Context: an optimization exercise on an open-source flow, tuned for small area. The choices shown serve that exercise and are no tape-out recipe.
Only simulation tests tie the RTL to the original design; equivalence was not proved.
No activity file was given, so power comes from the tool's default toggle rates. The flow treats the clock pin as an ideal source, which a real chip does not have.

`design.v`:
```
module UART_RX (
    input                 CLK,
    input                 RESET_n,
    input                 RX,
    output reg            RX_FF,
    output reg            RX_00
    );
    localparam [8:0] L_MID = 9'h026;   
    localparam [8:0] L_END = 9'h0b6;   
    reg    [3:0]          cnt_bit;
    reg    [8:0]          cnt_clk;
    reg                   ones;
    reg                   zeros;
    wire                  busy        = !(cnt_bit[3] && cnt_bit[1]);
    wire                  valid       = !busy && !cnt_bit[0];
    wire                  end_cnt_clk = cnt_clk == L_END;
    wire                  mid         = cnt_clk == L_MID;
    always @(posedge CLK) begin
        if (!RESET_n)
            cnt_bit <= 4'd15;
        else if (!busy)
            cnt_bit <= RX ? 4'd15 : 4'd0;
        else if (cnt_bit == 0 && mid && RX)
            cnt_bit <= 4'd15;
        else if (end_cnt_clk)
            cnt_bit <= cnt_bit + 1'b1;
    end
    always @(posedge CLK) begin
        if (RESET_n && busy && !end_cnt_clk)
            cnt_clk <= {cnt_clk[7:0], ~(cnt_clk[8] ^ cnt_clk[4])};
        else
            cnt_clk <= 0;
    end
    always @(posedge CLK) begin
        if (mid && busy && cnt_bit != 0 && cnt_bit != 10 - 1) begin
            ones  <= RX & (ones | cnt_bit == 1);
            zeros <= !RX & (zeros | cnt_bit == 1);
        end
    end
    always @(posedge CLK) begin
        if (!RESET_n) begin
            RX_FF <= 1'b0;
            RX_00 <= 1'b1;
        end else if (valid) begin
            RX_FF <= ones;
            RX_00 <= zeros;
        end
    end
endmodule
module uart_tx (
input               clk,
input               reset_n,
input               rx_ff,
input               rx_00,
input               nbit,
output              load,       
output reg  [4:0]   BYTE,       
output      [2:0]   bitno,      
output              empty,      
output reg          TX
);
localparam [8:0] L_END = 9'h0b6;   
localparam [3:0] T_POST = 4'd10, T_DONE = 4'd11, T_NEXT = 4'd12, T_SET = 4'd13,
                 T_REQ = 4'd14, T_START = 4'd15;
reg                 WAIT;
reg         [3:0]   step;
reg         [8:0]   cnt_clk;
wire                busy = step <= 9;          
wire                end_cnt_clk = cnt_clk == L_END;
assign load  = WAIT && rx_ff;
assign bitno = step[2:0];
assign empty = WAIT || (BYTE == 31 && step == 9);
always @(posedge clk) begin
    if (!reset_n) begin
        WAIT <= 1'b0;
        step <= T_START;
    end else if (WAIT) begin
        if (rx_ff) begin
            WAIT <= 1'b0;
            step <= T_NEXT;
            BYTE <= 0;
        end
    end else begin
        case (step)
            T_START: WAIT <= 1'b1;
            T_NEXT: step <= T_SET;
            T_DONE: if (rx_00) step <= T_START;
            T_SET:  step <= T_REQ;
            T_REQ:  step <= 4'd0;
            T_POST: begin
                BYTE <= BYTE + 1'b1;
                step <= BYTE == 31 ? T_DONE : BYTE[0] ? T_NEXT : T_SET;
            end
            default: if (end_cnt_clk) step <= step + 1'b1;    
        endcase
    end
end
always @(posedge clk) begin
    if (reset_n && busy && !end_cnt_clk)
        cnt_clk <= {cnt_clk[7:0], ~(cnt_clk[8] ^ cnt_clk[4])};
    else
        cnt_clk <= 0;
end
always @(posedge clk or negedge reset_n) begin
    if (!reset_n)
        TX <= 1;
    else if (busy && cnt_clk == 0) begin
        if (step == 0)
            TX <= 0;
        else if (step == 9)
            TX <= 1;
        else
            TX <= nbit;
    end
end
endmodule
module LTC2203(
    input   wire           CLK,
    input   wire           RESET_n,
    input   wire           CLKOUT_U10_n,
    input   wire           CLKOUT_U11_n,
    input   wire           CLKOUT_U12_n,
    input   wire           CLKOUT_U13_n,
    input   wire           CLKOUT_U14_n,
    input   wire           CLKOUT_U15_n,
    input   wire           CLKOUT_U16_n,
    input   wire           CLKOUT_U17_n,
    input   wire           CLKOUT_U18_n,
    input   wire           CLKOUT_U19_n,
    input   wire           CLKOUT_U20_n,
    input   wire           CLKOUT_U21_n,
    input   wire           CLKOUT_U22_n,
    input   wire           CLKOUT_U23_n,
    input   wire           CLKOUT_U24_n,
    input   wire           CLKOUT_U25_n,
    input   wire           CLKOUT_U10_p,
    input   wire           CLKOUT_U11_p,
    input   wire           CLKOUT_U12_p,
    input   wire           CLKOUT_U13_p,
    input   wire           CLKOUT_U14_p,
    input   wire           CLKOUT_U15_p,
    input   wire           CLKOUT_U16_p,
    input   wire           CLKOUT_U17_p,
    input   wire           CLKOUT_U18_p,
    input   wire           CLKOUT_U19_p,
    input   wire           CLKOUT_U20_p,
    input   wire           CLKOUT_U21_p,
    input   wire           CLKOUT_U22_p,
    input   wire           CLKOUT_U23_p,
    input   wire           CLKOUT_U24_p,
    input   wire           CLKOUT_U25_p,
    input   wire  [15:0]   DATA_IN_U10,
    input   wire  [15:0]   DATA_IN_U11,
    input   wire  [15:0]   DATA_IN_U12,
    input   wire  [15:0]   DATA_IN_U13,
    input   wire  [15:0]   DATA_IN_U14,
    input   wire  [15:0]   DATA_IN_U15,
    input   wire  [15:0]   DATA_IN_U16,
    input   wire  [15:0]   DATA_IN_U17,
    input   wire  [15:0]   DATA_IN_U18,
    input   wire  [15:0]   DATA_IN_U19,
    input   wire  [15:0]   DATA_IN_U20,
    input   wire  [15:0]   DATA_IN_U21,
    input   wire  [15:0]   DATA_IN_U22,
    input   wire  [15:0]   DATA_IN_U23,
    input   wire  [15:0]   DATA_IN_U24,
    input   wire  [15:0]   DATA_IN_U25,
    output  wire  [15:0]   DATA_OUT_U10,
    output  wire  [15:0]   DATA_OUT_U11,
    output  wire  [15:0]   DATA_OUT_U12,
    output  wire  [15:0]   DATA_OUT_U13,
    output  wire  [15:0]   DATA_OUT_U14,
    output  wire  [15:0]   DATA_OUT_U15,
    output  wire  [15:0]   DATA_OUT_U16,
    output  wire  [15:0]   DATA_OUT_U17,
    output  wire  [15:0]   DATA_OUT_U18,
    output  wire  [15:0]   DATA_OUT_U19,
    output  wire  [15:0]   DATA_OUT_U20,
    output  wire  [15:0]   DATA_OUT_U21,
    output  wire  [15:0]   DATA_OUT_U22,
    output  wire  [15:0]   DATA_OUT_U23,
    output  wire  [15:0]   DATA_OUT_U24,
    output  wire  [15:0]   DATA_OUT_U25
    );
    wire       [15:0]      CLKOUT_n_bus = {CLKOUT_U25_n, CLKOUT_U24_n, CLKOUT_U23_n, CLKOUT_U22_n, CLKOUT_U21_n, CLKOUT_U20_n, CLKOUT_U19_n, CLKOUT_U18_n, CLKOUT_U17_n, CLKOUT_U16_n, CLKOUT_U15_n, CLKOUT_U14_n, CLKOUT_U13_n, CLKOUT_U12_n, CLKOUT_U11_n, CLKOUT_U10_n};
    wire       [255:0]     DATA_IN_bus  = {DATA_IN_U25, DATA_IN_U24, DATA_IN_U23, DATA_IN_U22, DATA_IN_U21, DATA_IN_U20, DATA_IN_U19, DATA_IN_U18, DATA_IN_U17, DATA_IN_U16, DATA_IN_U15, DATA_IN_U14, DATA_IN_U13, DATA_IN_U12, DATA_IN_U11, DATA_IN_U10};
    reg        [15:0]      CLKOUT_n_d;
    reg                    RESET_d;       
    reg        [255:0]     DATA_IN_reg;
    wire                   armed = RESET_n && !RESET_d;
    always @(posedge CLK) begin
        RESET_d    <= !RESET_n;
        CLKOUT_n_d <= CLKOUT_n_bus;
    end
    genvar k;
    generate
        for (k = 0; k < 16; k = k + 1) begin : g_ch
            always @(posedge CLK) begin
                if (armed && CLKOUT_n_bus[k] && !CLKOUT_n_d[k])
                    DATA_IN_reg[16*k +: 16] <= DATA_IN_bus[16*k +: 16];
            end
        end
    endgenerate
    assign                 DATA_OUT_U10 = DATA_IN_reg[15:0];
    assign                 DATA_OUT_U11 = DATA_IN_reg[31:16];
    assign                 DATA_OUT_U12 = DATA_IN_reg[47:32];
    assign                 DATA_OUT_U13 = DATA_IN_reg[63:48];
    assign                 DATA_OUT_U14 = DATA_IN_reg[79:64];
    assign                 DATA_OUT_U15 = DATA_IN_reg[95:80];
    assign                 DATA_OUT_U16 = DATA_IN_reg[111:96];
    assign                 DATA_OUT_U17 = DATA_IN_reg[127:112];
    assign                 DATA_OUT_U18 = DATA_IN_reg[143:128];
    assign                 DATA_OUT_U19 = DATA_IN_reg[159:144];
    assign                 DATA_OUT_U20 = DATA_IN_reg[175:160];
    assign                 DATA_OUT_U21 = DATA_IN_reg[191:176];
    assign                 DATA_OUT_U22 = DATA_IN_reg[207:192];
    assign                 DATA_OUT_U23 = DATA_IN_reg[223:208];
    assign                 DATA_OUT_U24 = DATA_IN_reg[239:224];
    assign                 DATA_OUT_U25 = DATA_IN_reg[255:240];
endmodule
module DATA_TRANS(
    input   wire               CLK_50M,
    input   wire               RESET_n,
    input   wire   [15:0]      DATA_IN_U10,
    input   wire   [15:0]      DATA_IN_U11,
    input   wire   [15:0]      DATA_IN_U12,
    input   wire   [15:0]      DATA_IN_U13,
    input   wire   [15:0]      DATA_IN_U14,
    input   wire   [15:0]      DATA_IN_U15,
    input   wire   [15:0]      DATA_IN_U16,
    input   wire   [15:0]      DATA_IN_U17,
    input   wire   [15:0]      DATA_IN_U18,
    input   wire   [15:0]      DATA_IN_U19,
    input   wire   [15:0]      DATA_IN_U20,
    input   wire   [15:0]      DATA_IN_U21,
    input   wire   [15:0]      DATA_IN_U22,
    input   wire   [15:0]      DATA_IN_U23,
    input   wire   [15:0]      DATA_IN_U24,
    input   wire   [15:0]      DATA_IN_U25,
    input   wire               RX,
    output  wire               TX
    );
    wire            [255:0]    DATA_IN = {DATA_IN_U25, DATA_IN_U24, DATA_IN_U23, DATA_IN_U22, DATA_IN_U21, DATA_IN_U20, DATA_IN_U19, DATA_IN_U18, DATA_IN_U17, DATA_IN_U16, DATA_IN_U15, DATA_IN_U14, DATA_IN_U13, DATA_IN_U12, DATA_IN_U11, DATA_IN_U10};
    reg             [255:0]    RING;
    reg             [ 3:0]     PHASE;
    reg                        NBIT;
    wire                       RX_FF;
    wire                       RX_00;
    wire                       load;
    wire            [ 4:0]     BYTE;
    wire            [ 2:0]     bitno;
    wire                       empty;
    wire            [15:0]     head;
    genvar c, j;
    generate
        for (c = 0; c < 16; c = c + 1) begin : g_ring
            for (j = 0; j < 16; j = j + 2) begin : g_st
                always @(posedge CLK_50M) begin
                    RING[16*c+j]   <= ~((load & DATA_IN[16*c+j]) | RING[16*c+j+1]);
                    RING[16*c+j+1] <= ~((!load | DATA_IN[16*c+j+1]) &
                                        (j == 14 ? (RING[16*c] | empty) : RING[16*c+j+2]));
                end
            end
            assign head[c] = RING[16*c];
        end
    endgenerate
    always @(posedge CLK_50M) begin
        if (load)
            PHASE <= 4'd0;
        else
            PHASE <= PHASE + 1'b1;
    end
    always @(posedge CLK_50M) begin
        if (PHASE == {BYTE[0], bitno[2:0]})
            NBIT <= head[BYTE[4:1]] ^ !PHASE[0];
    end
    UART_RX i2(
        .CLK        (CLK_50M),
        .RESET_n    (RESET_n),
        .RX         (RX),
        .RX_FF      (RX_FF),
        .RX_00      (RX_00)
    );
    uart_tx i1 (
        .clk        (CLK_50M),
        .reset_n    (RESET_n),
        .rx_ff      (RX_FF),
        .rx_00      (RX_00),
        .nbit       (NBIT),
        .load       (load),
        .BYTE       (BYTE),
        .bitno      (bitno),
        .empty      (empty),
        .TX         (TX)
    );
endmodule
module adc16_top(
 	input                  CLK,
    input                  RESET_n,
	input                  RX1,
	output                 TX1,
    input   wire           CLKOUT_U10_n,
    input   wire           CLKOUT_U11_n,
    input   wire           CLKOUT_U12_n,
    input   wire           CLKOUT_U13_n,
    input   wire           CLKOUT_U14_n,
    input   wire           CLKOUT_U15_n,
    input   wire           CLKOUT_U16_n,
    input   wire           CLKOUT_U17_n,
    input   wire           CLKOUT_U18_n,
    input   wire           CLKOUT_U19_n,
    input   wire           CLKOUT_U20_n,
    input   wire           CLKOUT_U21_n,
    input   wire           CLKOUT_U22_n,
    input   wire           CLKOUT_U23_n,
    input   wire           CLKOUT_U24_n,
    input   wire           CLKOUT_U25_n,
    input   wire           CLKOUT_U10_p,
    input   wire           CLKOUT_U11_p,
    input   wire           CLKOUT_U12_p,
    input   wire           CLKOUT_U13_p,
    input   wire           CLKOUT_U14_p,
    input   wire           CLKOUT_U15_p,
    input   wire           CLKOUT_U16_p,
    input   wire           CLKOUT_U17_p,
    input   wire           CLKOUT_U18_p,
    input   wire           CLKOUT_U19_p,
    input   wire           CLKOUT_U20_p,
    input   wire           CLKOUT_U21_p,
    input   wire           CLKOUT_U22_p,
    input   wire           CLKOUT_U23_p,
    input   wire           CLKOUT_U24_p,
    input   wire           CLKOUT_U25_p,
    input   wire  [15:0]   DATA_IN_U10,
    input   wire  [15:0]   DATA_IN_U11,
    input   wire  [15:0]   DATA_IN_U12,
    input   wire  [15:0]   DATA_IN_U13,
    input   wire  [15:0]   DATA_IN_U14,
    input   wire  [15:0]   DATA_IN_U15,
    input   wire  [15:0]   DATA_IN_U16,
    input   wire  [15:0]   DATA_IN_U17,
    input   wire  [15:0]   DATA_IN_U18,
    input   wire  [15:0]   DATA_IN_U19,
    input   wire  [15:0]   DATA_IN_U20,
    input   wire  [15:0]   DATA_IN_U21,
    input   wire  [15:0]   DATA_IN_U22,
    input   wire  [15:0]   DATA_IN_U23,
    input   wire  [15:0]   DATA_IN_U24,
    input   wire  [15:0]   DATA_IN_U25
	);
    wire          [15:0]   DATA_OUT_U10;
    wire          [15:0]   DATA_OUT_U11;
    wire          [15:0]   DATA_OUT_U12;
    wire          [15:0]   DATA_OUT_U13;
    wire          [15:0]   DATA_OUT_U14;
    wire          [15:0]   DATA_OUT_U15;
    wire          [15:0]   DATA_OUT_U16;
    wire          [15:0]   DATA_OUT_U17;
    wire          [15:0]   DATA_OUT_U18;
    wire          [15:0]   DATA_OUT_U19;
    wire          [15:0]   DATA_OUT_U20;
    wire          [15:0]   DATA_OUT_U21;
    wire          [15:0]   DATA_OUT_U22;
    wire          [15:0]   DATA_OUT_U23;
    wire          [15:0]   DATA_OUT_U24;
    wire          [15:0]   DATA_OUT_U25;
    DATA_TRANS ins2(
        .CLK_50M        (CLK),
        .RESET_n        (RESET_n),
        .DATA_IN_U10    (DATA_OUT_U10),
        .DATA_IN_U11    (DATA_OUT_U11),
        .DATA_IN_U12    (DATA_OUT_U12),
        .DATA_IN_U13    (DATA_OUT_U13),
        .DATA_IN_U14    (DATA_OUT_U14),
        .DATA_IN_U15    (DATA_OUT_U15),
        .DATA_IN_U16    (DATA_OUT_U16),
        .DATA_IN_U17    (DATA_OUT_U17),
        .DATA_IN_U18    (DATA_OUT_U18),
        .DATA_IN_U19    (DATA_OUT_U19),
        .DATA_IN_U20    (DATA_OUT_U20),
        .DATA_IN_U21    (DATA_OUT_U21),
        .DATA_IN_U22    (DATA_OUT_U22),
        .DATA_IN_U23    (DATA_OUT_U23),
        .DATA_IN_U24    (DATA_OUT_U24),
        .DATA_IN_U25    (DATA_OUT_U25),
        .RX             (RX1),
        .TX             (TX1)
    );
    LTC2203 ins3(
        .CLK            (CLK),
        .RESET_n        (RESET_n),
        .CLKOUT_U10_n   (CLKOUT_U10_n),
        .CLKOUT_U11_n   (CLKOUT_U11_n),
        .CLKOUT_U12_n   (CLKOUT_U12_n),
        .CLKOUT_U13_n   (CLKOUT_U13_n),
        .CLKOUT_U14_n   (CLKOUT_U14_n),
        .CLKOUT_U15_n   (CLKOUT_U15_n),
        .CLKOUT_U16_n   (CLKOUT_U16_n),
        .CLKOUT_U17_n   (CLKOUT_U17_n),
        .CLKOUT_U18_n   (CLKOUT_U18_n),
        .CLKOUT_U19_n   (CLKOUT_U19_n),
        .CLKOUT_U20_n   (CLKOUT_U20_n),
        .CLKOUT_U21_n   (CLKOUT_U21_n),
        .CLKOUT_U22_n   (CLKOUT_U22_n),
        .CLKOUT_U23_n   (CLKOUT_U23_n),
        .CLKOUT_U24_n   (CLKOUT_U24_n),
        .CLKOUT_U25_n   (CLKOUT_U25_n),
        .CLKOUT_U10_p   (CLKOUT_U10_p),
        .CLKOUT_U11_p   (CLKOUT_U11_p),
        .CLKOUT_U12_p   (CLKOUT_U12_p),
        .CLKOUT_U13_p   (CLKOUT_U13_p),
        .CLKOUT_U14_p   (CLKOUT_U14_p),
        .CLKOUT_U15_p   (CLKOUT_U15_p),
        .CLKOUT_U16_p   (CLKOUT_U16_p),
        .CLKOUT_U17_p   (CLKOUT_U17_p),
        .CLKOUT_U18_p   (CLKOUT_U18_p),
        .CLKOUT_U19_p   (CLKOUT_U19_p),
        .CLKOUT_U20_p   (CLKOUT_U20_p),
        .CLKOUT_U21_p   (CLKOUT_U21_p),
        .CLKOUT_U22_p   (CLKOUT_U22_p),
        .CLKOUT_U23_p   (CLKOUT_U23_p),
        .CLKOUT_U24_p   (CLKOUT_U24_p),
        .CLKOUT_U25_p   (CLKOUT_U25_p),
        .DATA_IN_U10    (DATA_IN_U10),
        .DATA_IN_U11    (DATA_IN_U11),
        .DATA_IN_U12    (DATA_IN_U12),
        .DATA_IN_U13    (DATA_IN_U13),
        .DATA_IN_U14    (DATA_IN_U14),
        .DATA_IN_U15    (DATA_IN_U15),
        .DATA_IN_U16    (DATA_IN_U16),
        .DATA_IN_U17    (DATA_IN_U17),
        .DATA_IN_U18    (DATA_IN_U18),
        .DATA_IN_U19    (DATA_IN_U19),
        .DATA_IN_U20    (DATA_IN_U20),
        .DATA_IN_U21    (DATA_IN_U21),
        .DATA_IN_U22    (DATA_IN_U22),
        .DATA_IN_U23    (DATA_IN_U23),
        .DATA_IN_U24    (DATA_IN_U24),
        .DATA_IN_U25    (DATA_IN_U25),
        .DATA_OUT_U10   (DATA_OUT_U10),
        .DATA_OUT_U11   (DATA_OUT_U11),
        .DATA_OUT_U12   (DATA_OUT_U12),
        .DATA_OUT_U13   (DATA_OUT_U13),
        .DATA_OUT_U14   (DATA_OUT_U14),
        .DATA_OUT_U15   (DATA_OUT_U15),
        .DATA_OUT_U16   (DATA_OUT_U16),
        .DATA_OUT_U17   (DATA_OUT_U17),
        .DATA_OUT_U18   (DATA_OUT_U18),
        .DATA_OUT_U19   (DATA_OUT_U19),
        .DATA_OUT_U20   (DATA_OUT_U20),
        .DATA_OUT_U21   (DATA_OUT_U21),
        .DATA_OUT_U22   (DATA_OUT_U22),
        .DATA_OUT_U23   (DATA_OUT_U23),
        .DATA_OUT_U24   (DATA_OUT_U24),
        .DATA_OUT_U25   (DATA_OUT_U25)
    );
endmodule
```
`flow/small_buffers.tcl`:
```
# Keep the resizer's repair buffers small: bar the larger plain buffers.
set_dont_use [get_lib_cells {sky130_fd_sc_hd__buf_4 sky130_fd_sc_hd__buf_6 sky130_fd_sc_hd__buf_8 sky130_fd_sc_hd__buf_12 sky130_fd_sc_hd__buf_16 sky130_fd_sc_hd__bufbuf_8 sky130_fd_sc_hd__bufbuf_16}]
```
`standard.sh`:
```
#!/bin/bash
# synth_recipe.tcl (not shown) runs the flow's synth.tcl, then flattens the netlist and writes it again
# the make line also repeats each setting of config.mk as NAME=value (left out here)
make -C /OpenROAD-flow-scripts/flow DESIGN_CONFIG=/design/flow/config.mk WORK_HOME=/design/flow/orfs CLKGATE_MAP_FILE= SYNTH_SCRIPT=/design/flow/synth_recipe.tcl "${@:-finish}"
```
`flow/run.sh`:
```
#!/bin/bash
# The standard layout (standard.sh) with three changes:
#  - synthesis maps the combinational logic with an area-oriented ABC script;
#  - port buffers are sky130_fd_sc_hd__buf_1 instead of the default cell;
#  - clock-tree sinks are clustered into groups of up to 34, each driven by a
#    clkbuf_16, with clkbuf_4 above them, and without dummy loads.
set -euo pipefail
W=$PWD
export CUSTOM_ABC_SCRIPT=$W/flow/abc_area.script
export FLOW_SYNTH_TCL=$W/synth_recipe.tcl
for step in GLOBAL_PLACE RESIZE CTS GLOBAL_ROUTE; do export PRE_${step}_TCL=$W/flow/small_buffers.tcl; done
bash standard.sh \
  "SYNTH_SCRIPT=$W/flow/synth.tcl" \
  "BUFFER_PORTS_ARGS=-buffer_cell sky130_fd_sc_hd__buf_1" \
  "CTS_ARGS=-sink_clustering_enable -repair_clock_nets -sink_clustering_size 34 -sink_clustering_max_diameter 200 -root_buf sky130_fd_sc_hd__clkbuf_4 -tree_buf sky130_fd_sc_hd__clkbuf_4 -sink_clustering_buffer sky130_fd_sc_hd__clkbuf_16 -dont_use_dummy_load" \
  finish > standard.log 2>&1
```
`constraint.sdc`:
```
create_clock -name core_clock -period 20.0 [get_ports {CLK}]
set_input_delay 4.0000 -clock core_clock [delete_from_list [all_inputs] [get_ports {CLK}]]
set_output_delay 4.0000 -clock core_clock [all_outputs]
set_load 0.01 [all_outputs]
```
`config.mk`:
```
export PLATFORM = sky130hd
export DESIGN_NAME = adc16_top
export DESIGN_NICKNAME = adc16_top
export VERILOG_FILES = /design/flow/design.v
export SDC_FILE = /design/flow/constraint.sdc
export NUM_CORES = 4
export LEC_CHECK = 0
export CAP_MARGIN = 0
export CORE_MARGIN = 2
export CORE_UTILIZATION = 65
export PLACE_DENSITY = 0.75
export SLEW_MARGIN = 0
```
`flow/abc_area.script`:
```
strash
&get -n
&st
&syn2
&dch
&put
amap -m
```
`flow/synth.tcl`:
```
# The standard synthesis (synth_recipe.tcl), with Yosys's abc pass given
# an area-oriented ABC script (abc_area.script beside this file) in place of
# ORFS's speed script. Only the combinational mapping changes: the flip-flops
# are mapped by dfflibmap before abc runs, exactly as in the standard flow.
proc abc {args} {
  set i [lsearch -exact $args -script]
  if {$i >= 0} { lset args [expr {$i + 1}] $::env(CUSTOM_ABC_SCRIPT) }
  yosys abc {*}$args
}
source $::env(FLOW_SYNTH_TCL)
```
==> run_results.csv, run 1 <==
group,metric,value,unit
sta,fin_tns_setup,0,ps
sta,rsz0062_at_grt,"false",
die,core,0.0251,sq mm
sta,fin_skew,129,ps
yosys,synth_edf_count,264,
sta,slew_viol_final,0,
cells_and_area,final_layout_size_suffix_gt1_share,3.12,%
global_route,track_usage,22.5,%
die,die_y,164,um
clocking,path_clk_slew,120,ps
status,outcome,"finished clean",
job,cap_viol_max_count,0,
sta,tightestPinTransition,1230,ps
power,seqPwrFrac,68.4,%
yosys,ys_seq_area_share,84.7,%
placement,hpwl,20700,um
power,comb_power_share,12.2,%
critical_path,critical-path-slowest-cell,"nor3b_2",
sta,min_period,6530,ps
die,fp.dieArea,0.0269,sq mm
critical_path,cp_max_fo,16,
yosys,synth-seq-cells,571,
yosys,syn_avg_cell_area,15.9,sq um
yosys,ys_async_sr_fraction,0.175,%
clocking,htreeDepth,1,
yosys,synth_ff_type,"dfxtp_1",
power,switching_power,0.584,mW
critical_path,critical_path_class,"in -> reg",
die,die_x,164,um
worst_hold_path,hold_path.class,"reg -> reg",
route,drt_iter0_drc,761,
cells_and_area,regArea,0.0141,sq mm
clocking,ctsLongestPathBuffers,3,
cells_and_area,fill_cells,1619,
cells_and_area,syn2layout_area_growth,12.2,%
cells_and_area,multiInputGateArea,0.00249,sq mm
power,p_clk_share,19.4,%
yosys,netlist_area,0.0166,sq mm
clocking,root_buffer,"clkbuf_4",
sta,relSlewSlack,17.8,%
route,detail_route.wirelength,30500,um
critical_path,arrival,6870,ps
yosys,syn_nets,1346,
global_route,grt_remaining_overflow,0,
global_route,grt_max_degree,67,
power,intPower,1.80,mW
clocking,postCtsSetupBuffers,0,
clocking,cts_buffers,20,
critical_path,start_kind,"input pin",
yosys,ys_warn_count,4,
yosys,synthCells,1044,
cells_and_area,stdcell_count,1680,
critical_path,critPathMostFrequentCell,"buf_1",
route,wire_per_inst,18.2,um
power,ir_worst_vdd,0.114,mV
critical_path,critPathMaxStageDelay,1080,ps
critical_path,endpoint_kind,"flop",
power,static-leakage-power,6.37,nW
route,drc,0,
clocking,cts_tree,"yes",
power,p_per_area,128,mW/mm^2
route,vias,9119,
critical_path,critPathRequiredTime,20340,ps
route,drt_pre_antenna_iters,5,
clocking,clk_latency,820,ps
placement,port_buffers,275,
critical_path,cp_cell_sequence,"buf_1 -> clkinv_1 -> or2_1 -> buf_1 -> nor3b_2",
sta,hold_viol_final,0,
global_route,grt_pass1_vias,9091,
sta,finalCritPeriodShare,32.7,%
placement,gp_congestion,0.792,
clocking,cts_resized,0,
die,ios,292,
power,switching_share,24.5,%
die,start_util,66.2,%
global_route,grt_pass1_wl,46600,um
clocking,ctsHoldBuffers,0,
clocking,cts.sinks,571,
cells_and_area,nets,1651,
route,ant_nets,0,
placement,dp_cells,1657,
route,via_per_inst,5.43,
sta,fin_hold_ws,273,ps
global_route,antenna_found_initial,4,
yosys,synth_cell_types,29,
sta,setup_viol,0,
sta,max_freq,153,MHz
die,num_rows,58,
## stage by stage
stage / instance area (sq um) / utilization [%] / total power [mW] / setup WS (ps)
after floorplan: 16600 / - / 1.81 / 13690
after global placement: 18200 / 72.4 / 1.92 / 12670
after detailed placement: 18200 / 72.4 / 1.94 / 12640
after CTS: 18600 / 74.2 / 2.40 / 13450
after global routing: 18600 / 74.2 / 2.50 / 13290
final: 18600 / 74.2 / 2.38 / 13470
## worst paths after layout
check | to | startpoint | slack (ps) | depth (start not counted)
max | ins3.DATA_IN_reg[69] | RESET_n | 13470 | 5
min | ins2.RING[188] | ins2.RING[189] | 270 | 1
max reg2reg | ins2.RING[184] | ins2.i1.WAIT | 17140 | 4
min reg2reg | ins2.RING[188] | ins2.RING[189] | 270 | 1
max in group asynchronous | ins2.i1.TX | RESET_n | 16460 | 1
min in group asynchronous | ins2.i1.TX | RESET_n | 3510 | 1
## synth_stat cells, types with 2 or more instances
library cell	n	area (sq um)
o221ai_1	5	43.8
nand2_1	6	22.5
o21ai_0	120	601
a311oi_1	2	17.5
nor3b_1	17	128
o31ai_1	2	15.0
dfxtp_1	306	6130
nor3_1	12	60.1
o22ai_1	20	125
or2_0	4	25.0
a221oi_1	9	78.8
a21oi_1	135	676
nor2b_1	13	81.3
or3_1	2	12.5
nor2_1	56	210
a211oi_1	8	60.1
nand3_1	3	15.0
nor4_1	2	12.5
clkinv_1	36	135
a31o_1	2	17.5
nand4_1	2	12.5
o32ai_1	2	17.5
edfxtp_1	264	7930
ha_1	11	138
## routing by layer
layer / GRT usage, % / part of all wire, %
met1: 30.2 / 42
met4: 6.22 / 2.7
met2: 37.3 / 48
met5: 0 / 0.043
met3: 5.43 / 7.7
## final cells by class
cell class | count | share of cell area (%)
multi-input cells | 437 | 13.4
well taps | 330 | 2.21
inverters | 36 | 0.738
clock buffers | 20 | 2.40
diodes | 3 | 0.0403
repair buffers | 283 | 5.72
flip-flops and latches | 571 | 75.5
## power groups by stage
| stage | Clock (mW) | Sequential (mW) | Combinational, mW |
|---|---|---|---|
| detailed placement | 0 | 1.65 | 0.291 |
| floorplan | 0 | 1.61 | 0.203 |
| global route | 0.508 | 1.66 | 0.335 |
| CTS | 0.474 | 1.63 | 0.294 |
| finish | 0.464 | 1.63 | 0.290 |
| global placement | 0 | 1.65 | 0.269 |
## kinds of logic (layout without fill, tap and decap cells)
kind of cell,count (synthesis),count (layout),share of synthesized area [%]
buf+inv,36,339,0.813
simple gates,118,118,3.52
flops,571,571,84.7
other cells,0,3,0
compound gates,308,308,10.1
fa+ha+maj,11,11,0.828
## worst max-delay path: cells and delay by family
family | cells | cell delay [ps]
buf+inv | 3 | 1240
simple gates | 2 | 1610
## cells in the final DEF, fill, tap and decap left out, drive strengths merged, types with 3 or more instances in the layout
cell type	Yosys	routed
a221oi	9	9
a211oi	8	8
or2	4	4
ha	11	11
diode	0	3
o221ai	5	5
clkinv	36	35
buf	0	283
edfxtp	264	264
nor2b	13	13
nor2	56	56
nand2	6	6
a21oi	135	135
nor3	12	12
o22ai	20	20
nor3b	17	17
clkbuf	0	20
dfxtp	306	306
nand3	3	3
o21ai	120	120
==> run 2, diff against run 1 <==
--- a/design.v
+++ b/design.v
@@ -32,9 +32,8 @@
             cnt_clk <= 0;
     end
+    wire                  sample = mid && busy && cnt_bit != 0 && cnt_bit != 10 - 1;
     always @(posedge CLK) begin
-        if (mid && busy && cnt_bit != 0 && cnt_bit != 10 - 1) begin
-            ones  <= RX & (ones | cnt_bit == 1);
-            zeros <= !RX & (zeros | cnt_bit == 1);
-        end
+        ones  <= cnt_bit == 0 || (ones  && !(sample && !RX));
+        zeros <= cnt_bit == 0 || (zeros && !(sample &&  RX));
     end
     always @(posedge CLK) begin
--- a/flow/run.sh
+++ b/flow/run.sh
@@ -9,5 +9,4 @@
 export CUSTOM_ABC_SCRIPT=$W/flow/abc_area.script
 export FLOW_SYNTH_TCL=$W/synth_recipe.tcl
-for step in GLOBAL_PLACE RESIZE CTS GLOBAL_ROUTE; do export PRE_${step}_TCL=$W/flow/small_buffers.tcl; done
 bash standard.sh \
   "SYNTH_SCRIPT=$W/flow/synth.tcl" \
removed: flow/small_buffers.tcl
==> run_results.csv, run 2 <==
group,metric,value,unit
yosys,synth_top_area_cell,"edfxtp_1",
placement,gp_congestion,0.856,
placement,dp_cells,1650,
yosys,synth-seq-cells,571,
critical_path,r2r_start,"ins2.i1.WAIT",
yosys,synthTopCellsByCount,"dfxtp_1, edfxtp_1, a21oi_1",
sta,rsz0062_at_grt,"false",
yosys,synthAdderAreaFrac,0.830,%
die,num_rows,58,
global_route,grt_pass1_vias,8911,
critical_path,arrival,6520,ps
route,drt_iter0_drc,604,
yosys,ys_seq_area_share,84.7,%
cells_and_area,nets,1644,
yosys,netlist_area,0.0166,sq mm
power,p_clk_share,19.3,%
sta,fin_tns_setup,0,ps
sta,slew_viol_final,0,
global_route,antenna_found_initial,4,
die,fp.dieArea,0.0268,sq mm
cells_and_area,final_layout_size_suffix_gt1_share,3.21,%
global_route,grt_pass1_wl,45400,um
critical_path,reg2reg_slack,16960,ps
die,ios,292,
clocking,htreeDepth,1,
die,core,0.0251,sq mm
cells_and_area,fill_cells,1644,
clocking,root_buffer,"clkbuf_4",
yosys,synth_cell_types,29,
yosys,synth_area_leaders,"edfxtp_1, dfxtp_1, a21oi_1, o21ai_0, nor2_1",
yosys,synth_compound_area_share,10.2,%
power,p_per_area,129,mW/mm^2
sta,setup_viol,0,
cells_and_area,final_common_cell,"dfxtp_1",
placement,hpwl,19500,um
global_route,grt_remaining_overflow,0,
yosys,synth_edf_count,262,
critical_path,endpoint,"ins3.DATA_IN_reg[140]",
clocking,cts_resized,0,
yosys,synth_top_area_share,47.4,%
clocking,cts_tree,"yes",
yosys,synthMuxAreaShare,0,%
sta,hold_viol_final,0,
critical_path,endpoint_kind,"flop",
route,drt_pre_antenna_iters,5,
yosys,ys_warn_count,4,
route,drc,0,
sta,relSlewSlack,16.6,%
global_route,track_usage,21.9,%
clocking,ctsLongestPathBuffers,3,
cells_and_area,layout_common_cells,"dfxtp_1, buf_1, edfxtp_1",
placement,port_buffers,275,
power,seqPwrFrac,68.2,%
cells_and_area,stdcell_count,1672,
power,ir_worst_vdd,0.0969,mV
route,wire_per_inst,17.5,um
power,comb_power_share,12.5,%
sta,tightestPinTransition,1250,ps
clocking,clk_latency,830,ps
sta,fin_hold_ws,298,ps
yosys,syn_nets,1343,
route,vias,9050,
yosys,yosysMostFrequentCell,"dfxtp_1",
die,start_util,66.1,%
die,die_y,164,um
sta,max_freq,162,MHz
yosys,synthCells,1041,
power,intPower,1.80,mW
global_route,grt_max_degree,78,
critical_path,startpoint,"RESET_n",
critical_path,critPathRequiredTime,20350,ps
power,static-leakage-power,6.36,nW
cells_and_area,regArea,0.0141,sq mm
route,ant_nets,0,
die,die_x,164,um
yosys,syn_avg_cell_area,15.9,sq um
route,via_per_inst,5.41,
sta,fin_skew,116,ps
yosys,yosys.area_share.simple,3.39,%
critical_path,timing.rr.end,"ins2.RING[38]",
sta,min_period,6170,ps
cells_and_area,syn2layout_area_growth,12.2,%
critical_path,start_kind,"input pin",
clocking,ctsHoldBuffers,0,
clocking,path_clk_slew,120,ps
critical_path,critical_path_class,"in -> reg",
clocking,postCtsSetupBuffers,0,
cells_and_area,multiInputGateArea,0.00248,sq mm
critical_path,reg2reg_depth,4,
clocking,cts.sinks,571,
yosys,synth_ff_type,"dfxtp_1",
worst_hold_path,hold_path.class,"reg -> reg",
power,switching_share,24.8,%
yosys,synth_xor_area_share,0,%
route,detail_route.wirelength,29300,um
critical_path,cp_max_fo,16,
yosys,synth_top_family_by_area,"compound AO/OA/AOI/OAI gates",
power,switching_power,0.594,mW
status,outcome,"finished clean",
sta,finalCritPeriodShare,30.9,%
clocking,cts_buffers,20,
yosys,ys_async_sr_fraction,0.175,%
job,cap_viol_max_count,0,
==> run 2: changes by cell type after synthesis, moves of 2 or more <==
cell and delta:
clkinv_1 +2, nor3_1 +2, nor2_1 -7, a21oi_1 -2, edfxtp_1 -2, dfxtp_1 +2
==> run 2: through the flow <==
step | cell area, sq um | power, mW | utilization (%) | setup WS, ps
global route | 18600 | 2.52 | 74.1 | 13580
detailed placement | 18200 | 1.96 | 72.3 | 13050
global placement | 18200 | 1.93 | 72.3 | 13130
finish | 18600 | 2.40 | 74.1 | 13830
CTS | 18600 | 2.41 | 74.1 | 13840
floorplan | 16600 | 1.82 | - | 13670
==> run 2: layer usage <==
layer  wire (um)  track usage (%)  vias to the layer above  part of all wire [%]
met4         957             6.94                        4                   3.3
met1       12200             29.4                     4291                    42
li1            -                -                     4420                     -
met3        1830             4.60                       61                   6.3
met5          27                0                        -                 0.092
met2       14300             36.6                      274                    49
==> run 2: area by class of cell <==
class | instances | area share [%]
Antenna cell | 2 | 0.0269
Clock buffer | 20 | 2.41
Inverter | 38 | 0.780
Multi-Input combinational cell | 432 | 13.3
Sequential cell | 571 | 75.6
Tap cell | 330 | 2.22
Timing Repair Buffer | 279 | 5.71
==> run 2: power groups by stage <==
stage / Clock [mW] / Sequential, mW / Combinational, mW
3_5_place_dp: 0 / 1.66 / 0.301
4_1_cts: 0.474 / 1.64 / 0.303
3_3_place_gp: 0 / 1.65 / 0.280
2_1_floorplan: 0 / 1.61 / 0.210
6_report: 0.464 / 1.64 / 0.299
5_1_grt: 0.511 / 1.66 / 0.346
==> run 2: critical path, cell delays in order <==
cell and delay, ps:
buf_1 340, clkinv_1 360, or2_1 540, buf_4 330, nor3b_2 940
==> run 2: cell families after synthesis <==
family | Yosys count
flops | 571
compound gates | 309
simple gates | 112
fa+ha+maj | 11
buf+inv | 38
==> run 2: how the worst min path moves through the flow <==
stage | startpoint | to | depth (start not counted)
floorplan | ins2.RING[102] | ins2.RING[101] | 1
global placement | ins2.RING[248] | ins2.RING[247] | 1
detailed placement | ins2.RING[132] | ins2.RING[131] | 1
CTS | ins2.RING[47] | ins2.RING[46] | 1
global route | ins2.RING[47] | ins2.RING[46] | 1
finish | ins2.RING[47] | ins2.RING[46] | 1

-- static timing again, ports no longer ideal --
The results above use ideal ports. As a check the final layouts listed here were re-extracted and re-timed, cells and wires unchanged. Step 1: set_driving_cell puts a clkbuf_16 on CLK and a buf_2 on each other input, an assumption about the parent block. Step 2 adds t to the input delays and takes it off the output delays; t is the mean of the earliest and latest rising clock arrival at the registers after step 1. Input paths then give back, and output paths get back, about the clock's delay inside the block. a / b / c = ideal / step 1 / step 2; a / b = the first two.
run | t, ns | setup WS [ns] | worst setup path after step 2 | latest minus earliest clock arrival (ns) | cell pins on the clock port's net
run 1 | 0.803 | 13.466 / 13.484 / 12.681 | input to register | 0.134 / 0.134 | 1
run 2 | 0.815 | 13.828 / 13.847 / 13.032 | input to register | 0.119 / 0.119 | 1
After both steps every run listed still meets setup and hold. For run 2, which loses most, drivers alone change the setup slack by +0.019 ns; drivers and shift together by -0.796 ns.
